Context: an optimization exercise on an open-source flow, tuned for small area, a short achievable clock period and few clock cycles. The choices shown serve that exercise and are no tape-out recipe. In this exercise RTL edits were held to simulation tests only and were not proved equivalent to the original. Power figures rest on the tool's default switching activity, not on a simulated workload.

==> flow/design.v <==
`timescale 1ns / 1ps
module RegisterFile(reset, clk, we, wa, wd, nra1, nra2, rd1, rd2);
    input reset;
    input clk;
    input we;
    input [4:0] wa;
    input [31:0] wd;
    input [4:0] nra1;        
    input [4:0] nra2;
    output [31:0] rd1;
    output [31:0] rd2;
    reg [31:0] data [1:31];
    reg [31:1] valid;
    integer i;
    always @(posedge clk) begin
        for (i = 1; i < 32; i = i + 1)
            if (we && wa == i) data[i] <= wd;
    end
    always @(posedge clk or posedge reset) begin
        if (reset)
            valid <= 31'b0;
        else
            for (i = 1; i < 32; i = i + 1)
                if (we && wa == i) valid[i] <= 1'b1;
    end
    reg [31:1] s1, s2;
    always @(posedge clk) begin
        for (i = 1; i < 32; i = i + 1) begin
            s1[i] <= (nra1 == i) & (valid[i] | (we && wa == i));
            s2[i] <= (nra2 == i) & (valid[i] | (we && wa == i));
        end
    end
    genvar b, g;
    generate
        for (b = 0; b < 32; b = b + 1) begin : BIT
            wire [9:0] n1, n2;
            for (g = 0; g < 10; g = g + 1) begin : GRP
                wire [2:0] d = {data[3*g+3][b], data[3*g+2][b], data[3*g+1][b]};
                RdSel3 u1(.s(s1[3*g+3:3*g+1]), .d(d), .yn(n1[g]));
                RdSel3 u2(.s(s2[3*g+3:3*g+1]), .d(d), .yn(n2[g]));
            end
            assign rd1[b] = ~&n1 | (s1[31] & data[31][b]);
            assign rd2[b] = ~&n2 | (s2[31] & data[31][b]);
        end
    endgenerate
endmodule
module RdSel3(s, d, yn);
    input [2:0] s;
    input [2:0] d;
    output yn;
    assign yn = ~|(s & d);
endmodule
`timescale 1ns / 1ps
module ALU(a, b, sub, sltu, sel_slt, sel_logic, lop, sel_shift, shamt, sfn, oth, sum);
    input [31:0] a;
    input [31:0] b;
    input sub;
    input sltu;
    input sel_slt;
    input sel_logic;
    input [1:0] lop;         
    input sel_shift;
    input [4:0] shamt;
    input [1:0] sfn;         
    output [31:0] oth;
    output [31:0] sum;
    wire [33:0] s = {1'b0, a, 1'b1} + {1'b0, b, sub};
    assign sum = s[32:1];
    wire lt = sltu ? ~s[33] : ((a[31] == b[31]) ? a[31] : s[32]);
    reg [31:0] lg;
    always @(*) begin
        case (lop)
            2'b00: lg = a & b;
            2'b01: lg = a | b;
            2'b10: lg = a ^ b;
            default: lg = ~(a | b);
        endcase
    end
    wire [31:0] sh;
    Shifter SH1(.x(b), .n(shamt), .left(~sfn[1]), .arith(sfn[0]), .y(sh));
    assign oth = sel_slt ? {31'h0, lt} : sel_logic ? lg : sh;
endmodule
module Shifter(x, n, left, arith, y);
    input [31:0] x;
    input [4:0] n;
    input left;
    input arith;
    output [31:0] y;
    function [31:0] rev(input [31:0] v);
        integer k;
        for (k = 0; k < 32; k = k + 1) rev[k] = v[31 - k];
    endfunction
    wire [31:0] xi = left ? rev(x) : x;
    wire fill = arith & x[31];
    wire [63:0] ext = {{32{fill}}, xi};
    wire [31:0] r = ext >> n;
    assign y = left ? rev(r) : r;
endmodule
`timescale 1ns / 1ps
module MultiCycleCPU (reset, clk, mem_addr, mem_wdata, mem_we, mem_rdata);
    input reset;
    input clk;
    output [31:0] mem_addr;
    output [31:0] mem_wdata;
    output mem_we;
    input [31:0] mem_rdata;
    reg  [29:0] fpc;          
    reg  [31:0] ir;           
    reg         dv;           
    reg  [29:0] dpc4;         
    reg  [31:0] ir2;          
    reg         dv2;
    reg         d_jpend;      
    reg         ev;           
    reg  [31:0] e_a, e_b;     
    reg  [31:0] e_sd;         
    reg  [29:0] e_bt;         
    reg  [4:0]  e_wa;         
    reg         e_lw, e_sw, e_beq;
    reg         e_sub, e_sltu, e_slt, e_logic, e_shift;
    reg  [1:0]  e_lop, e_sfn;
    reg  [4:0]  e_sh;
    reg         ld_cyc;       
    reg         st_cyc;       
    reg  [31:0] addr_q;       
    reg  [4:0]  ldrt_q;       
    wire        m_cyc = ld_cyc | st_cyc;
    wire [5:0] op = ir[31:26];
    wire [4:0] rs = ir[25:21];
    wire [4:0] rt = ir[20:16];
    wire [4:0] rd = ir[15:11];
    wire [5:0] fn = ir[5:0];
    wire d_rtype = ~op[5] & ~op[3] & ~op[2] & ~op[1];       
    wire d_jump  = ~op[5] & ~op[3] & op[1];                 
    wire d_jal   = d_jump & op[0];                          
    wire d_beq   = ~op[5] & ~op[3] & op[2];                 
    wire d_itype = ~op[5] & op[3];                          
    wire d_lw    = op[5] & ~op[3];                          
    wire d_sw    = op[5] & op[3];                           
    wire d_jr    = d_rtype & ~fn[5] & fn[3];                
    wire d_fe    = rs == rt;                                
    wire r_alu   = d_rtype & fn[5];
    wire i_lui   = d_itype & op[2] & op[1];
    wire i_andi  = d_itype & op[2] & ~op[1];
    wire i_slt   = d_itype & ~op[2] & op[1];
    wire [4:0] d_wa = d_rtype ? rd : d_jal ? 5'd31 : (d_itype | d_lw) ? rt : 5'd0;
    wire [31:0] ra, rb;
    wire [31:0] e_sum, e_oth;
    reg         e_is_sum;
    wire        rf_we = ld_cyc | (ev & ~e_lw);
    wire [4:0]  rf_wa = ld_cyc ? ldrt_q : e_wa;
    wire [31:0] rf_wd = ({32{~ld_cyc & e_is_sum}} & e_sum) |
                        ({32{~ld_cyc & ~e_is_sum}} & e_oth) |
                        ({32{ld_cyc}} & mem_rdata);
    wire e_taken    = ev & e_beq & (e_a == e_b);              
    wire e_mem      = ev & (e_lw | e_sw);                     
    wire fe_a, fm_a;
    wire jr_wait    = d_jr & fe_a;
    wire d_adv      = dv & ~e_taken & ~e_mem & ~jr_wait;
    wire d_redirect = d_adv & (d_jr | (d_beq & d_fe) | (d_jump & d_jpend));
    wire fetch_ok   = ~m_cyc & ~e_taken & ~d_redirect & ~(dv & jr_wait);
    wire f_jump     = mem_rdata[31:27] == 5'b00001;           
    wire [31:0] nir = (d_adv | ~dv) ? (dv2 ? ir2 : mem_rdata) : ir;
    RegisterFile RF1(.reset(reset), .clk(clk), .we(rf_we), .wa(rf_wa), .wd(rf_wd),
                     .nra1(nir[25:21]), .nra2(nir[20:16]), .rd1(ra), .rd2(rb));
    assign fe_a = ev & ~e_lw & (e_wa == rs) & (rs != 5'd0);
    wire   fe_b = ev & ~e_lw & (e_wa == rt) & (rt != 5'd0);
    assign fm_a = ld_cyc & (ldrt_q == rs) & (rs != 5'd0);
    wire fm_b = ld_cyc & (ldrt_q == rt) & (rt != 5'd0);
    wire [31:0] b_fwd = (fe_b & e_is_sum) ? e_sum : fe_b ? e_oth : fm_b ? mem_rdata : rb;
    wire        d_sub = (r_alu & fn[1] & ~fn[2]) | (r_alu & fn[3]) | i_slt;
    wire [31:0] simm = {{16{ir[15]}}, ir[15:0]};
    wire [31:0] imm  = i_lui ? {ir[15:0], 16'h0000} : i_andi ? {16'h0000, ir[15:0]} : simm;
    wire [29:0] d_bt = dpc4 + simm[29:0];
    wire        a_zero = d_jal | d_jr;            
    wire        use_rb = (d_rtype & ~d_jr) | d_beq;
    wire [31:0] kb     = a_zero ? {dpc4, 2'b00} : imm;
    wire [31:0] e_a_n  = ({32{~a_zero & fe_a & e_is_sum}} & e_sum) |
                         ({32{~a_zero & fe_a & ~e_is_sum}} & e_oth) |
                         ({32{~a_zero & ~fe_a & fm_a}} & mem_rdata) |
                         ({32{~a_zero & ~fe_a & ~fm_a}} & ra);
    wire [31:0] e_b_n  = (({32{use_rb & fe_b & e_is_sum}} & e_sum) |
                          ({32{use_rb & fe_b & ~e_is_sum}} & e_oth) |
                          ({32{use_rb & ~fe_b & fm_b}} & mem_rdata) |
                          ({32{use_rb & ~fe_b & ~fm_b}} & rb) |
                          ({32{~use_rb}} & kb)) ^ {32{d_sub}};
    wire [29:0] fpc1 = fpc + 30'h1;
    wire [31:0] jr_t = fm_a ? mem_rdata : ra;
    wire        f_jmp_now = fetch_ok & f_jump & (d_adv | ~dv);
    wire [29:0] f_jt = {fpc[29:26], mem_rdata[25:0]};
    reg  [29:0] fpc_b;
    always @(*) begin
        if (e_taken)
            fpc_b = e_bt;
        else if (d_redirect)
            fpc_b = d_jr ? jr_t[31:2] : d_jump ? {dpc4[29:26], ir[25:0]} : d_bt;
        else if (fetch_ok)
            fpc_b = fpc1;
        else
            fpc_b = fpc;
    end
    wire [29:0] fpc_n = f_jmp_now ? f_jt : fpc_b;
    always @(posedge clk or posedge reset) begin
        if (reset) begin
            fpc    <= 30'h0;
            addr_q <= 32'h0;
        end else begin
            fpc    <= fpc_n;
            addr_q <= (f_jmp_now & ~e_mem) ? {f_jt, 2'b00} :
                      e_mem ? e_sum : {fpc_b, 2'b00};
        end
    end
    always @(posedge clk or posedge reset) begin
        if (reset) begin
            dv  <= 1'b0;
            dv2 <= 1'b0;
        end else if (e_taken | d_redirect) begin
            dv  <= 1'b0;
            dv2 <= 1'b0;
        end else if (d_adv) begin
            dv  <= dv2 | fetch_ok;
            dv2 <= 1'b0;
        end else if (dv) begin
            dv2 <= dv2 | fetch_ok;
        end else begin
            dv  <= fetch_ok;
        end
    end
    always @(posedge clk) begin
        if (d_adv | ~dv) begin
            ir      <= dv2 ? ir2 : mem_rdata;
            dpc4    <= dv2 ? fpc : fpc1;
            d_jpend <= dv2;
        end
        if (~dv2)
            ir2 <= mem_rdata;
    end
    always @(posedge clk or posedge reset) begin
        if (reset)
            ev <= 1'b0;
        else
            ev <= d_adv;
    end
    always @(posedge clk) begin
        if (d_adv)
            e_sd <= b_fwd;
    end
    always @(posedge clk) begin
        e_a     <= e_a_n;
        e_b     <= e_b_n;
        e_bt    <= d_bt;
        e_wa    <= d_wa;
        e_lw    <= d_lw;
        e_sw    <= d_sw;
        e_beq   <= d_beq & ~d_fe;
        e_sub   <= d_sub;
        e_is_sum <= ~((r_alu & fn[3]) | i_slt | (r_alu & fn[2] & ~fn[3]) | i_andi |
                      (d_rtype & ~fn[5] & ~fn[3]));
        e_sltu  <= d_rtype ? fn[0] : op[0];
        e_slt   <= (r_alu & fn[3]) | i_slt;
        e_logic <= (r_alu & fn[2] & ~fn[3]) | i_andi;
        e_lop   <= d_rtype ? fn[1:0] : 2'b00;
        e_shift <= d_rtype & ~fn[5] & ~fn[3];
        e_sfn   <= fn[1:0];
        e_sh    <= ir[10:6];
    end
    ALU ALU1(.a(e_a), .b(e_b), .sub(e_sub), .sltu(e_sltu),
             .sel_slt(e_slt), .sel_logic(e_logic), .lop(e_lop),
             .sel_shift(e_shift), .shamt(e_sh), .sfn(e_sfn),
             .oth(e_oth), .sum(e_sum));
    always @(posedge clk or posedge reset) begin
        if (reset) begin
            ld_cyc <= 1'b0;
            st_cyc <= 1'b0;
        end else begin
            ld_cyc <= ev & e_lw;
            st_cyc <= ev & e_sw;
        end
    end
    always @(posedge clk) begin
        ldrt_q <= e_wa;
    end
    assign mem_addr  = addr_q;
    assign mem_wdata = e_sd;
    assign mem_we    = st_cyc;
endmodule
==> flow/flow/run.sh <==
#!/bin/bash
# Standard synthesis, then the standard layout steps with a larger setup
# margin for the timing repair, sizing not limited to the cell footprint,
# and buf_2 port buffers. The constraints are unchanged.
set -euo pipefail
bash standard.sh synth > synth.log 2>&1
bash standard.sh SETUP_SLACK_MARGIN=7 "MATCH_CELL_FOOTPRINT=" \
    "BUFFER_PORTS_ARGS=-buffer_cell sky130_fd_sc_hd__buf_2" finish > layout.log 2>&1
==> flow/standard.sh <==
#!/bin/bash
# synth_recipe.tcl (not shown) runs the flow's synth.tcl, then flattens the netlist and writes it again
# the make line also repeats each setting of config.mk as NAME=value (left out here)
make -C /OpenROAD-flow-scripts/flow DESIGN_CONFIG=/design/flow/config.mk WORK_HOME=/design/flow/orfs CLKGATE_MAP_FILE= SYNTH_SCRIPT=/design/flow/synth_recipe.tcl "${@:-finish}"
==> flow/config.mk <==
export PLATFORM = sky130hd
export DESIGN_NAME = MultiCycleCPU
export DESIGN_NICKNAME = MultiCycleCPU
export VERILOG_FILES = /design/flow/design.v
export SDC_FILE = /design/flow/constraint.sdc
export NUM_CORES = 8
export LEC_CHECK = 0
export CAP_MARGIN = 20
export CORE_MARGIN = 2
export CORE_UTILIZATION = 45
export CTS_CLUSTER_DIAMETER = 100
export CTS_CLUSTER_SIZE = 22
export SETUP_SLACK_MARGIN = 5
export SLEW_MARGIN = 20
export SYNTH_HIERARCHICAL = 1
export SYNTH_MINIMUM_KEEP_SIZE = 0
export TNS_END_PERCENT = 0
==> flow/constraint.sdc <==
create_clock -name core_clock -period 9.5 [get_ports {clk}]
set_input_delay 1.9000 -clock core_clock [delete_from_list [all_inputs] [get_ports {clk}]]
set_output_delay 1.9000 -clock core_clock [all_outputs]
set_load 0.01 [all_outputs]
==> results.toml, run 1 <==
[pwr]
powerDensity_mw_per_mm2 = 447
total_power_mw = 32.6
peakVddDrop_mv = 0.244
leakage_nw = 24.9

[route]
finalWirelength_um = 268000
dr.pass1.iters = 20
vias = 52439
met1Wirelength_um = 97400
routedWlPerCell_um = 37.3
met3_length_um = 38300
drt-vias-per-instance = 7.31
ant_nets = 0
drt_iter0_markers = 10696
dr_wl_met2_um = 116000
drc_errors = 0
top_layer = "met5"

[floorplan]
fp.dieH_um = 385
die_area_mm2 = 0.148
ioPinCount = 99
die_w_um = 385
core_area_mm2 = 0.144
rows = 139
initial_core_util_pct = 45.4

[finish]
n_fill_cell = 12428
nNetsFinal = 5357
finalNonFillerCells = 7170
layout-drive-gt1-share_pct = 17.3
syn_to_final_growth_pct = 12.1
post-route-util_pct = 50.9

[sta]
timing.slew.headroom_pct = 29.6
rsz0062_at_grt = "yes"
maxSlewViolCount = 0
fin_crit_sh_pct = 39.5
setup_viol = 0
tightest_slew_ns = 1.06
finClkSkew_ns = 0.0430
fin_setup_tns_ns = 0
fmax_mhz = 267
layout_setup_ws_ns = 5.75
fin_crit_ns = 3.75
final_hold_viol_count = 0

[placement]
hpwl_um = 171000
port_buffers = 98
pre_cts_ws_ns = 4.61
place_congestion = 1.08
dp_cells = 6948

[grt]
grt_pass1_vias = 48305
antenna_found_initial = 16
grt_pass1_wl_um = 367000
grt_max_degree = 97
grt_usage_pct = 34.8
grt_overflow_total = 0

[critical_path]
r2r_slack_ns = 5.75
endpoint_kind = "register"
slowest_stage = "a2111o_1"
critPathMaxFanout = 25
start_kind = "register"
arrival_ns = 4.35
critical_path_required_ns = 10.10
crit_chain = "buf_6 -> a222oi_1 -> nand4_1 -> a2111o_1 -> mux2i_2 -> nor2_1 -> a221oi_1 -> a21o_1 -> a21oi_1"
crit_type = "reg -> reg"
cp_slowest_stage_delay_ns = 0.53

[yosys]
syn_area_mm2 = 0.0652
avgSynthCellArea_um2 = 13.0
synthCells = 5017
syn-num-nets = 5151
synth_warnings = 11

[clocking]
path_clk_slew_ns = 0.11
htreeDepth = 3
clockBufferDepth = 3
cts_made_buffers = 75
cts.sinks = 1398
cts-root-buf = "clkbuf_16"
ctsHoldBuffers = 0
tritoncts = "built"
worstSkewPairLatency_ns = 0.75

[hold_path]
hold_class = "reg -> reg"

[outcome]
status = "timing/DRC/antenna clean"

[flow_run]
drv_cap = 0
## critical path, delay by kind of cell, from the launching register on
kind                   cells  cell delay, ns
flip-flops                 1            0.46
multiplexers               1            0.44
AND/OR/NAND/NOR            2            0.56
buffers and inverters      1            0.27
AO/OA/AOI/OAI              5            1.85
## cells in the final DEF (no fill, tap or decap), types with 143 or more instances in the layout
cell type and instances:
a222oi_1 640, edfxtp_1 1076, nand4_1 167, a21oi_1 210
inv_1 150, buf_4 185, nor2_1 254, o21ai_0 143
dfxtp_1 158, nand2_1 345
## metrics by stage
step / hold WS (ns) / cell area, um2
2_1_floorplan: 0.383 / 65300
5_1_grt: 0.430 / 73000
4_1_cts: 0.422 / 72400
3_5_place_dp: 0.407 / 68500
3_3_place_gp: 0.409 / 68500
6_report: 0.427 / 73100
## path summary, 6_finish.rpt
path,from,to,depth (start not counted)
worst max-delay path,RF1.s1[10],addr_q[25],9
worst min-delay path,e_wa[4],ldrt_q[4],0
worst max register to register,RF1.s1[10],addr_q[25],9
worst min register to register,e_wa[4],ldrt_q[4],0
max in group asynchronous,reset,addr_q[7],3
min in group asynchronous,reset,st_cyc,2
## flip-flops by register name, indices dropped and copies added, names as in the netlist, 5 cells and up
signal and count:
ir 31, RF1.data 992, fpc 30, RF1.s1 31, e_sh 5, addr_q 32
RF1.s2 31, ldrt_q 5, e_a 32, e_bt 30, RF1.valid 31, e_b 32
e_sd 32, dpc4 30, ir2 31, e_wa 5
## power by group
group          switching, mW  total (mW)  internal, mW
logic                   12.4        17.9          5.47
registers               1.17        11.2          10.0
clock network           2.07        3.61          1.53
## per-layer routing
metal,GRT usage (%),vias to the layer above
met5,0,-
met4,16.7,10
met3,9.59,729
met2,52.7,4174
met1,46.1,26120
li1,-,21406
## repair_timing
item / 4_1_cts / 5_1_grt
resized for setup: 258 / 95
endpoints found under the setup margin: 2378 / 2393
cloned: 27 / 10
pin swaps: 30 / 41
setup buffers: 42 / 22
## area by class of cell
type                    instances  area (um2)  area share, %
clock inverters                 9         173          0.236
diodes                          7        17.5         0.0240
repair buffers                311        2350           3.22
repair inverters                3        26.3         0.0360
multi-input cells            3276       26100           35.7
flip-flops and latches       1398       39400           53.9
well taps                    1903        2380           3.26
inverters                     158         621          0.850
clock buffers                 105        2030           2.78
Testbench counts, summed over its fixed seeds: cycles 137,311.
==> run 2: changes to the inputs <==
--- a/flow/flow/run.sh
+++ b/flow/flow/run.sh
@@ -4,5 +4,5 @@
 # and buf_2 port buffers. The constraints are unchanged.
 set -euo pipefail
 bash standard.sh synth > synth.log 2>&1
-bash standard.sh SETUP_SLACK_MARGIN=7 "MATCH_CELL_FOOTPRINT=" \
+bash standard.sh SETUP_SLACK_MARGIN=6.5 "MATCH_CELL_FOOTPRINT=" \
     "BUFFER_PORTS_ARGS=-buffer_cell sky130_fd_sc_hd__buf_2" finish > layout.log 2>&1
--- a/flow/config.mk
+++ b/flow/config.mk
@@ -7,7 +7,7 @@
 export LEC_CHECK = 0
 export CAP_MARGIN = 20
 export CORE_MARGIN = 2
-export CORE_UTILIZATION = 45
+export CORE_UTILIZATION = 40
 export CTS_CLUSTER_DIAMETER = 100
 export CTS_CLUSTER_SIZE = 22
 export SETUP_SLACK_MARGIN = 5
==> run 2 against run 1 <==
Net effect: design area is 0.38% lower; flip-flop and latch count unchanged; clock-buffer cell count is 4 lower; power shrank 0.26%; wire length rose by 0.28%.
==> results.toml, run 2 <==
[yosys]
syn_area_mm2 = 0.0652
avgSynthCellArea_um2 = 13.0
syn-num-nets = 5151
synthCells = 5017
synth_warnings = 11

[route]
drt-vias-per-instance = 7.00
dr.pass1.iters = 14
drt_iter0_markers = 10754
vias = 51778
drc_errors = 0
finalWirelength_um = 268000
ant_nets = 0
routedWlPerCell_um = 36.3

[critical_path]
critical_path_required_ns = 10.10
endpoint_kind = "register"
critPathMaxFanout = 63
start_kind = "register"
arrival_ns = 4.35
crit_type = "reg -> reg"

[grt]
grt_pass1_vias = 48362
grt_max_degree = 97
grt_usage_pct = 30.8
grt_overflow_total = 0
antenna_found_initial = 15
grt_pass1_wl_um = 370000

[sta]
maxSlewViolCount = 0
rsz0062_at_grt = "yes"
timing.slew.headroom_pct = 17.7
fin_setup_tns_ns = 0
fmax_mhz = 266
fin_crit_sh_pct = 39.5
tightest_slew_ns = 1.23
fin_crit_ns = 3.75
fin_hold_ws_ns = 0.416
finClkSkew_ns = 0.0750
final_hold_viol_count = 0
setup_viol = 0

[flow_run]
drv_cap = 0

[floorplan]
die_area_mm2 = 0.166
rows = 148
fp.dieH_um = 408
ioPinCount = 99
die_w_um = 408
core_area_mm2 = 0.162
initial_core_util_pct = 40.2

[clocking]
ctsHoldBuffers = 0
worstSkewPairLatency_ns = 0.75
tritoncts = "built"
cts_made_buffers = 75
cts-root-buf = "clkbuf_16"
path_clk_slew_ns = 0.09
clockBufferDepth = 3
cts.sinks = 1398
htreeDepth = 3

[hold_path]
hold_class = "reg -> reg"

[finish]
ff_latch_area_mm2 = 0.0394
largest_register_ffs = 992
multi_input_area_mm2 = 0.0258
syn_to_final_growth_pct = 11.7
final_common_cell = "edfxtp_1"
largest-register = "RF1.data"
layout-drive-gt1-share_pct = 16.1
n_fill_cell = 14821
mostFrequentLayoutCells = "edfxtp_1 (1,076), a222oi_1 (640), nand2_1 (347)"
nNetsFinal = 5314

[pwr]
total_power_mw = 32.6
powerDensity_mw_per_mm2 = 447
leakage_nw = 24.6
peakVddDrop_mv = 0.291

[outcome]
status = "timing/DRC/antenna clean"

[placement]
hpwl_um = 171000
place_congestion = 1.02
port_buffers = 98
[run 2: changes by cell type in the layout (fill, tap and decap cells not counted), sizes merged]
cell,previous run,this run
buf,307,269
inv,162,164
clkinvlp,4,2
diode,7,5
clkinv,4,7
mux2,192,187
clkbuf,109,105
[run 2: final cells by class]
cell class	instances	area share [%]
timing repair buffer	273	2.72
clock buffer	101	2.73
inverter	158	0.848
sequential	1398	54.1
timing repair inverter	3	0.0361
tap	2175	3.74
antenna	5	0.0172
clock inverter	12	0.304
multi-input combinational	3271	35.5
[run 2: critical path: stages, from the launching register on]
cell and delay (ns):
dfrtp_2 0.37, buf_8 0.56, nand4_1 0.29, nor4_4 0.23
buf_6 0.40, mux2i_1 0.45, a2111oi_2 0.62, nor3_1 0.13
o31ai_1 0.45
[run 2: stage by stage]
stage	instance area [um2]	std cells	setup WS, ns	utilization, %
2_1_floorplan	65200	5017	5.92	-
3_3_place_gp	68700	7211	4.66	42.4
3_5_place_dp	68700	7211	4.66	42.4
4_1_cts	72400	7377	5.90	44.6
5_1_grt	72800	7392	5.74	44.9
6_report	72800	7396	5.75	44.9
[run 2: final timing paths]
kind	from	to	slack, ns	cells after the start
min	e_wa[1]	ldrt_q[1]	0.42	0
min in group asynchronous	reset	RF1.valid[31]	1.27	3
max in group asynchronous	reset	addr_q[1]	7.36	3
max reg2reg	ld_cyc	addr_q[11]	5.75	8
min reg2reg	e_wa[1]	ldrt_q[1]	0.42	0
max	ld_cyc	addr_q[11]	5.75	8
[run 2: power breakdown]
part           switching, mW  internal [mW]  total, mW
sequential              1.25           10.0       11.3
clock                   2.07           1.51       3.59
combinational           12.4           5.28       17.7
[run 2: metal layers]
metal  vias up  GRT usage, %  share of wire (%)
met5         -             0              0.029
met1     25954          41.0                 37
met3       558          10.2                 15
li1      21315             -                  -
met2      3939          46.3                 43
met4        12          12.7                5.0
[run 2: repair_timing]
action / in CTS / in global routing
gates cloned: 26 / 5
setup endpoints to repair: 2300 / 2265
buffers inserted: 27 / 9
pin swaps: 33 / 21
gates resized for setup: 258 / 54
==> run 3: changes to the inputs <==
--- a/flow/design.v
+++ b/flow/design.v
@@ -157,16 +157,23 @@
     wire fe_a, fm_a;
     wire jr_wait    = d_jr & fe_a;
     wire d_adv      = dv & ~e_taken & ~e_mem & ~jr_wait;
-    wire d_redirect = d_adv & (d_jr | (d_beq & d_fe) | (d_jump & d_jpend));
+    wire [31:0] e_x = e_a ^ e_b;
+    wire [31:0] e_k = {e_a[30:0] | e_b[30:0], e_sub};
+    wire        e_zero = e_x == e_k;
+    wire fe_b, fm_b;
+    wire d_bq_now = d_beq & ~d_fe & e_is_sum &
+                    ((fe_a & (rt == 5'd0)) | (fe_b & (rs == 5'd0)));
+    wire d_redirect = d_adv & (d_jr | (d_beq & d_fe) | (d_jump & d_jpend) |
+                               (d_bq_now & e_zero));
     wire fetch_ok   = ~m_cyc & ~e_taken & ~d_redirect & ~(dv & jr_wait);
     wire f_jump     = mem_rdata[31:27] == 5'b00001;           
     wire [31:0] nir = (d_adv | ~dv) ? (dv2 ? ir2 : mem_rdata) : ir;
     RegisterFile RF1(.reset(reset), .clk(clk), .we(rf_we), .wa(rf_wa), .wd(rf_wd),
                      .nra1(nir[25:21]), .nra2(nir[20:16]), .rd1(ra), .rd2(rb));
     assign fe_a = ev & ~e_lw & (e_wa == rs) & (rs != 5'd0);
-    wire   fe_b = ev & ~e_lw & (e_wa == rt) & (rt != 5'd0);
+    assign fe_b = ev & ~e_lw & (e_wa == rt) & (rt != 5'd0);
     assign fm_a = ld_cyc & (ldrt_q == rs) & (rs != 5'd0);
-    wire fm_b = ld_cyc & (ldrt_q == rt) & (rt != 5'd0);
+    assign fm_b = ld_cyc & (ldrt_q == rt) & (rt != 5'd0);
     wire [31:0] b_fwd = (fe_b & e_is_sum) ? e_sum : fe_b ? e_oth : fm_b ? mem_rdata : rb;
     wire        d_sub = (r_alu & fn[1] & ~fn[2]) | (r_alu & fn[3]) | i_slt;
     wire [31:0] simm = {{16{ir[15]}}, ir[15:0]};
@@ -252,7 +259,7 @@
         e_wa    <= d_wa;
         e_lw    <= d_lw;
         e_sw    <= d_sw;
-        e_beq   <= d_beq & ~d_fe;
+        e_beq   <= d_beq & ~d_fe & ~d_bq_now;
         e_sub   <= d_sub;
         e_is_sum <= ~((r_alu & fn[3]) | i_slt | (r_alu & fn[2] & ~fn[3]) | i_andi |
                       (d_rtype & ~fn[5] & ~fn[3]));
--- a/flow/flow/run.sh
+++ b/flow/flow/run.sh
@@ -4,5 +4,5 @@
 # and buf_2 port buffers. The constraints are unchanged.
 set -euo pipefail
 bash standard.sh synth > synth.log 2>&1
-bash standard.sh SETUP_SLACK_MARGIN=6.5 "MATCH_CELL_FOOTPRINT=" \
+bash standard.sh SETUP_SLACK_MARGIN=7 "MATCH_CELL_FOOTPRINT=" \
     "BUFFER_PORTS_ARGS=-buffer_cell sky130_fd_sc_hd__buf_2" finish > layout.log 2>&1
==> run 3 against run 2 <==
Net effect: clock skew fell by 0.0051 ns; register-to-register slack got worse by 0.02 ns; clock-buffer cell count did not move; worst setup slack got worse by 0.015 ns; synthesized area grew 0.64%; power about the same; first-iteration DRC count fell by 3.9%; final cell count up 1.0%; utilization rose by 0.40 points; die area is 0.63% higher; non-clock buffer count increased by 12; still clean on timing, DRC and antenna; critical endpoint is now RF1.data[11][28].
==> results.toml, run 3 <==
[sta]
fmax_mhz = 265
fin_setup_tns_ns = 0
timing.slew.headroom_pct = 25.3
finClkSkew_ns = 0.0699
rsz0062_at_grt = "yes"
tightest_slew_ns = 1.12
maxSlewViolCount = 0
layout_setup_ws_ns = 5.73
fin_crit_ns = 3.77
final_hold_viol_count = 0
fin_hold_ws_ns = 0.410
fin_crit_sh_pct = 39.7
setup_viol = 0

[route]
vias = 51974
finalWirelength_um = 268000
drt_iter0_markers = 10336
routedWlPerCell_um = 35.9
drc_errors = 0
drt-vias-per-instance = 6.96
ant_nets = 0
dr.pass1.iters = 10

[yosys]
syn_area_mm2 = 0.0656
synthCells = 5084
syn-num-nets = 5249
avgSynthCellArea_um2 = 12.9
synth_warnings = 11

[grt]
grt_pass1_vias = 47763
use_met2_pct = 45.7
grt_usage_pct = 30.6
grt_use_met1_pct = 41.8
grt_overflow_total = 0
antenna_found_initial = 24
grt.busiest_layer = "met2"
grt_pass1_wl_um = 368000
grt.met3_usage_pct = 9.04
grt_max_degree = 97

[critical_path]
crit_chain = "inv_16 -> clkbuf_16 -> mux2_1 -> mux4_2 -> a32oi_1 -> nand2_1 -> o221ai_2 -> a21oi_1 -> nor2_2 -> a211oi_1 -> mux2_4 -> mux2_2"
r2r_slack_ns = 5.73
endpoint_kind = "register"
cp_slowest_stage_delay_ns = 0.53
crit_type = "reg -> reg"
critical_path_required_ns = 9.93
start_kind = "register"
cp_num_buf_inv = 2
path_delay_family = "multiplexers"
arrival_ns = 4.20
critPathMaxFanout = 8
slowest_stage = "mux4_2"

[finish]
nNetsFinal = 5419
syn_to_final_growth_pct = 12.4
final_common_cell = "edfxtp_1"
design_area_mm2 = 0.0737
largest_register_ffs = 992
mostFrequentLayoutCells = "edfxtp_1 (1,076), a222oi_1 (640), nand2_1 (330)"
layout-drive-gt1-share_pct = 17.1
largest-register = "RF1.data"

[floorplan]
initial_core_util_pct = 40.3
die_area_mm2 = 0.167
fp.dieH_um = 409
ioPinCount = 99
rows = 148
die_w_um = 409
core_area_mm2 = 0.163

[pwr]
clock_power_share_pct = 11.0
leakage_nw = 25.3
swShare_pct = 48.0
peakVddDrop_mv = 0.302
p_comb_share_pct = 55.0
internal_power_mw = 16.9
total_power_mw = 32.6
power_frac_seq_pct = 34.0
power_switching_mw = 15.6
powerDensity_mw_per_mm2 = 442

[clocking]
ctsHoldBuffers = 0
tritoncts = "built"
clockBufferDepth = 3
htreeDepth = 3
path_clk_slew_ns = 0.10
cts_made_buffers = 75
worstSkewPairLatency_ns = 0.75
cts-root-buf = "clkbuf_16"
cts.sinks = 1398

[hold_path]
hold_class = "reg -> reg"

[placement]
hpwl_um = 170000
place_congestion = 0.998
pre_cts_ws_ns = 4.61
place_area_mm2 = 0.0691
port_buffers = 98

[flow_run]
drv_cap = 0

[outcome]
status = "timing/DRC/antenna clean"
## run 3: final timing paths
kind	from	end	cells after the start
worst min-delay path	e_wa[1]	ldrt_q[1]	0
min in group asynchronous	reset	RF1.valid[24]	2
worst max register to register	e_sfn[1]	RF1.data[11][28]	12
max in group asynchronous	reset	ev	3
worst max-delay path	e_sfn[1]	RF1.data[11][28]	12
worst min register to register	e_wa[1]	ldrt_q[1]	0
## run 3: power by group through the flow
| stage | Clock [mW] | Sequential [mW] | Combinational [mW] |
|---|---|---|---|
| after floorplan | 0 | 10.7 | 8.79 |
| after global routing | 3.80 | 11.1 | 18.4 |
| after CTS | 3.60 | 11.0 | 16.5 |
| after detailed placement | 0 | 11.2 | 15.1 |
| after global placement | 0 | 11.1 | 15.1 |
| final | 3.59 | 11.1 | 17.9 |
## run 3: metal layers
| layer | routed length, um | vias to the layer above |
|---|---|---|
| li1 | - | 21490 |
| met1 | 101000 | 25995 |
| met2 | 116000 | 3985 |
| met3 | 38800 | 490 |
| met4 | 12500 | 14 |
| met5 | 115 | - |
## run 3: final cells by class
cell class / count / area [um2]
Fill cell: 14625 / 89100
Sequential cell: 1398 / 39400
Multi-Input combinational cell: 3276 / 26400
Tap cell: 2175 / 2720
Timing Repair Buffer: 285 / 2110
Clock buffer: 101 / 1980
Inverter: 214 / 840
Clock inverter: 14 / 220
Timing Repair inverter: 4 / 46.3
Antenna cell: 5 / 12.5
## run 3: what timing repair did
item / in CTS / in global routing
pin swaps: 31 / 55
resized for setup: 271 / 148
setup endpoints to repair: 2404 / 2401
buffers inserted: 35 / 17
gates cloned: 26 / 6
## run 3: stage by stage
stage / instances / util, %
3_5_place_dp: 7268 / 42.5
3_3_place_gp: 7268 / 42.5
2_1_floorplan: 5084 / -
4_1_cts: 7444 / 44.8
6_report: 7472 / 45.3
5_1_grt: 7467 / 45.3
Testbench counts of run 3, summed over its fixed seeds: cycles 135,038.
==> run 4: changes to the inputs <==
==> flow/flow/run.sh (replaced) <==
#!/bin/bash
# Standard synthesis, then the standard layout steps with a larger setup
# margin for the timing repair, sizing not limited to the cell footprint,
# and buf_4 port buffers. The constraints are unchanged.
set -euo pipefail
bash standard.sh synth > synth.log 2>&1
bash standard.sh SETUP_SLACK_MARGIN=7 "MATCH_CELL_FOOTPRINT=" \
    "BUFFER_PORTS_ARGS=-buffer_cell sky130_fd_sc_hd__buf_4" finish > layout.log 2>&1
--- a/flow/config.mk
+++ b/flow/config.mk
@@ -14,4 +14,4 @@
 export SLEW_MARGIN = 20
 export SYNTH_HIERARCHICAL = 1
 export SYNTH_MINIMUM_KEEP_SIZE = 0
-export TNS_END_PERCENT = 0
+export TNS_END_PERCENT = 5
==> run 4 against run 3 <==
Net effect: maximum frequency rose by 0.11%; synthesized cell count did not move; clock-buffer cell count rose by 5; sequential power barely moved; wire length rose by 4.6%; clock skew fell by 0.0076 ns; die area did not move; synthesized area did not move; sequential share of layout area fell by 2.1 points; via count rose by 3.8%; design area rose by 4.3%; power rose by 4.5%; critical endpoint is now RF1.data[18][24]; largest power group unchanged.
==> results.toml, run 4 <==
[clocking]
tritoncts = "built"
ctsHoldBuffers = 0
cts_made_buffers = 76
path_clk_slew_ns = 0.10
clockBufferDepth = 3
worstSkewPairLatency_ns = 0.75
cts-root-buf = "clkbuf_16"
htreeDepth = 3
cts.sinks = 1398

[floorplan]
die_area_mm2 = 0.167
initial_core_util_pct = 40.3
core_area_mm2 = 0.163
ioPinCount = 99
fp.dieH_um = 409
rows = 148
die_w_um = 409

[finish]
syn_to_final_growth_pct = 17.2
finalNonFillerCells = 7624
mostFrequentLayoutCells = "edfxtp_1 (1,076), a222oi_1 (640), buf_4 (363)"
final_common_cell = "edfxtp_1"
largest_register_ffs = 992
layout-drive-gt1-share_pct = 21.8
largest-register = "RF1.data"
nNetsFinal = 5566

[pwr]
peakVddDrop_mv = 0.243
internal_power_mw = 17.8
p_comb_share_pct = 56.9
clock_power_share_pct = 10.7
leakage_nw = 26.5
total_power_mw = 34.0
power_frac_seq_pct = 32.4
power_switching_mw = 16.2
swShare_pct = 47.7
powerDensity_mw_per_mm2 = 443

[route]
routedWlPerCell_um = 36.8
drt-vias-per-instance = 7.08
vias = 53951
ant_nets = 0
finalWirelength_um = 280000
dr.pass1.iters = 13
drt_iter0_markers = 11432
drc_errors = 0

[critical_path]
endpoint = "RF1.data[18][24]"
r2r_slack_ns = 5.74
r2r_end = "RF1.data[18][24]"
critPathMaxFanout = 31
startpoint = "e_sh[4]"
r2r-start = "e_sh[4]"
rr_worst_depth = 10
crit_type = "reg -> reg"
start_kind = "register"
critical_path_required_ns = 9.98
arrival_ns = 4.24
endpoint_kind = "register"

[outcome]
status = "timing/DRC/antenna clean"

[sta]
tightest_slew_ns = 1.18
maxSlewViolCount = 0
fin_crit_sh_pct = 39.6
setup_viol = 0
timing.slew.headroom_pct = 21.2
fin_setup_tns_ns = 0
final_hold_viol_count = 0
finClkSkew_ns = 0.0623
fmax_mhz = 266
rsz0062_at_grt = "yes"
fin_crit_ns = 3.76
fin_hold_ws_ns = 0.378

[grt]
grt_pass1_vias = 50010
grt_pass1_wl_um = 383000
grt_usage_pct = 31.9
antenna_found_initial = 15
grt_max_degree = 67
grt_overflow_total = 0

[flow_run]
drv_cap = 0

[yosys]
avgSynthCellArea_um2 = 12.9
syn-num-nets = 5249
synth_warnings = 11
synthCells = 5084
syn_area_mm2 = 0.0656

[placement]
dp_cells = 7290
hpwl_um = 176000
port_buffers = 98
place_congestion = 1.01

[hold_path]
hold_class = "reg -> reg"
==> run 4: changes by cell type in the layout (fill, tap and decap cells not counted), sizes merged <==
cell    delta
clkbuf    +20
diode      -1
buf      +134
inv        -4
a21oi      -1
clkinv     +4
==> run 4: how the worst min path moves through the flow <==
| stage | start | endpoint | cells after the start |
|---|---|---|---|
| finish | e_wa[1] | ldrt_q[1] | 0 |
| global route | e_wa[1] | ldrt_q[1] | 0 |
| CTS | e_wa[1] | ldrt_q[1] | 0 |
| detailed placement | e_wa[1] | ldrt_q[1] | 0 |
| global placement | e_wa[1] | ldrt_q[1] | 0 |
| floorplan | e_wa[1] | ldrt_q[1] | 0 |
==> run 4: cell type report <==
type	count	area [um2]
fillers	14234	85900
flip-flops and latches	1398	39500
multi-input cells	3275	27400
repair buffers	434	4050
well taps	2175	2720
clock buffers	106	2020
inverters	214	857
clock inverters	16	249
repair inverters	2	20.0
diodes	4	10.0
==> run 4: power groups by stage <==
stage	registers [mW]	logic, mW	clock network (mW)
detailed placement	11.2	15.1	0
global route	11.1	19.8	3.85
floorplan	10.7	8.92	0
CTS	11.0	17.7	3.66
global placement	11.2	15.1	0
finish	11.0	19.4	3.65
==> run 4: critical path, stage by stage (launching register included) <==
cell and delay, ns:
dfxtp_1 0.31, buf_4 0.29, clkinvlp_4 0.39, nand2_1 0.43, o2bb2ai_1 0.13, a211o_1 0.37, o22ai_1 0.19, nor2_1 0.05
a211oi_1 0.52, mux2_2 0.37, mux2_4 0.44
==> run 4: per-layer routing <==
metal / part of all wire, % / track usage [%] / wire, um
met1: 36 / 41.1 / 99700
met3: 15 / 10.1 / 41900
met5: 0.047 / 0 / 131
met2: 43 / 48.2 / 121000
met4: 6.1 / 16.0 / 17200
==> run 4: metrics by stage <==
stage / setup slack (ns) / cell area (um2) / util, %
5_1_grt: 5.76 / 76800 / 47.2
3_3_place_gp: 4.58 / 69700 / 42.8
6_report: 5.74 / 76800 / 47.2
4_1_cts: 5.91 / 76100 / 46.8
2_1_floorplan: 6.04 / 65900 / -
3_5_place_dp: 4.51 / 69700 / 42.8
==> run 4: what timing repair did <==
item                        CTS  global route
setup buffers               141            20
pin swaps                    98            45
gates resized for setup     541           101
cloned                       38             9
setup endpoints to repair  2401          2418

[separate check: timing with driven ports]
Ports are ideal in the flow. The routed layouts listed here were re-timed in OpenROAD. Step 1 assumes that a clkbuf_16 drives the clock port and a buf_2 every other input. Step 2 moves the port delays by t, midway between the first and last clock arrival at a register: inputs arrive t later, outputs are due t later. That takes back most of the time a late clock gives input paths. Slacks: no drivers / after step 1 / after step 2; pairs: no drivers / after step 1.
run | t, ns | slack for setup (ns) | worst setup path at the end | worst slew at a driven data input, ns | cell pins on the clock port's net
run 1 | 0.814 | 5.750 / 5.750 / 5.085 | input to register | 0.16 | 1
run 2 | 0.794 | 5.747 / 5.747 / 5.140 | input to register | 0.07 | 1
run 3 | 0.797 | 5.731 / 5.731 / 5.055 | input to register | 0.18 | 1
run 4 | 0.796 | 5.736 / 5.736 / 5.299 | input to register | 0.06 | 1
After both steps every run listed still meets setup and hold. The setup slack of run 3, which loses most, moves by 0.000 ns with the drivers and by -0.676 ns with both steps.
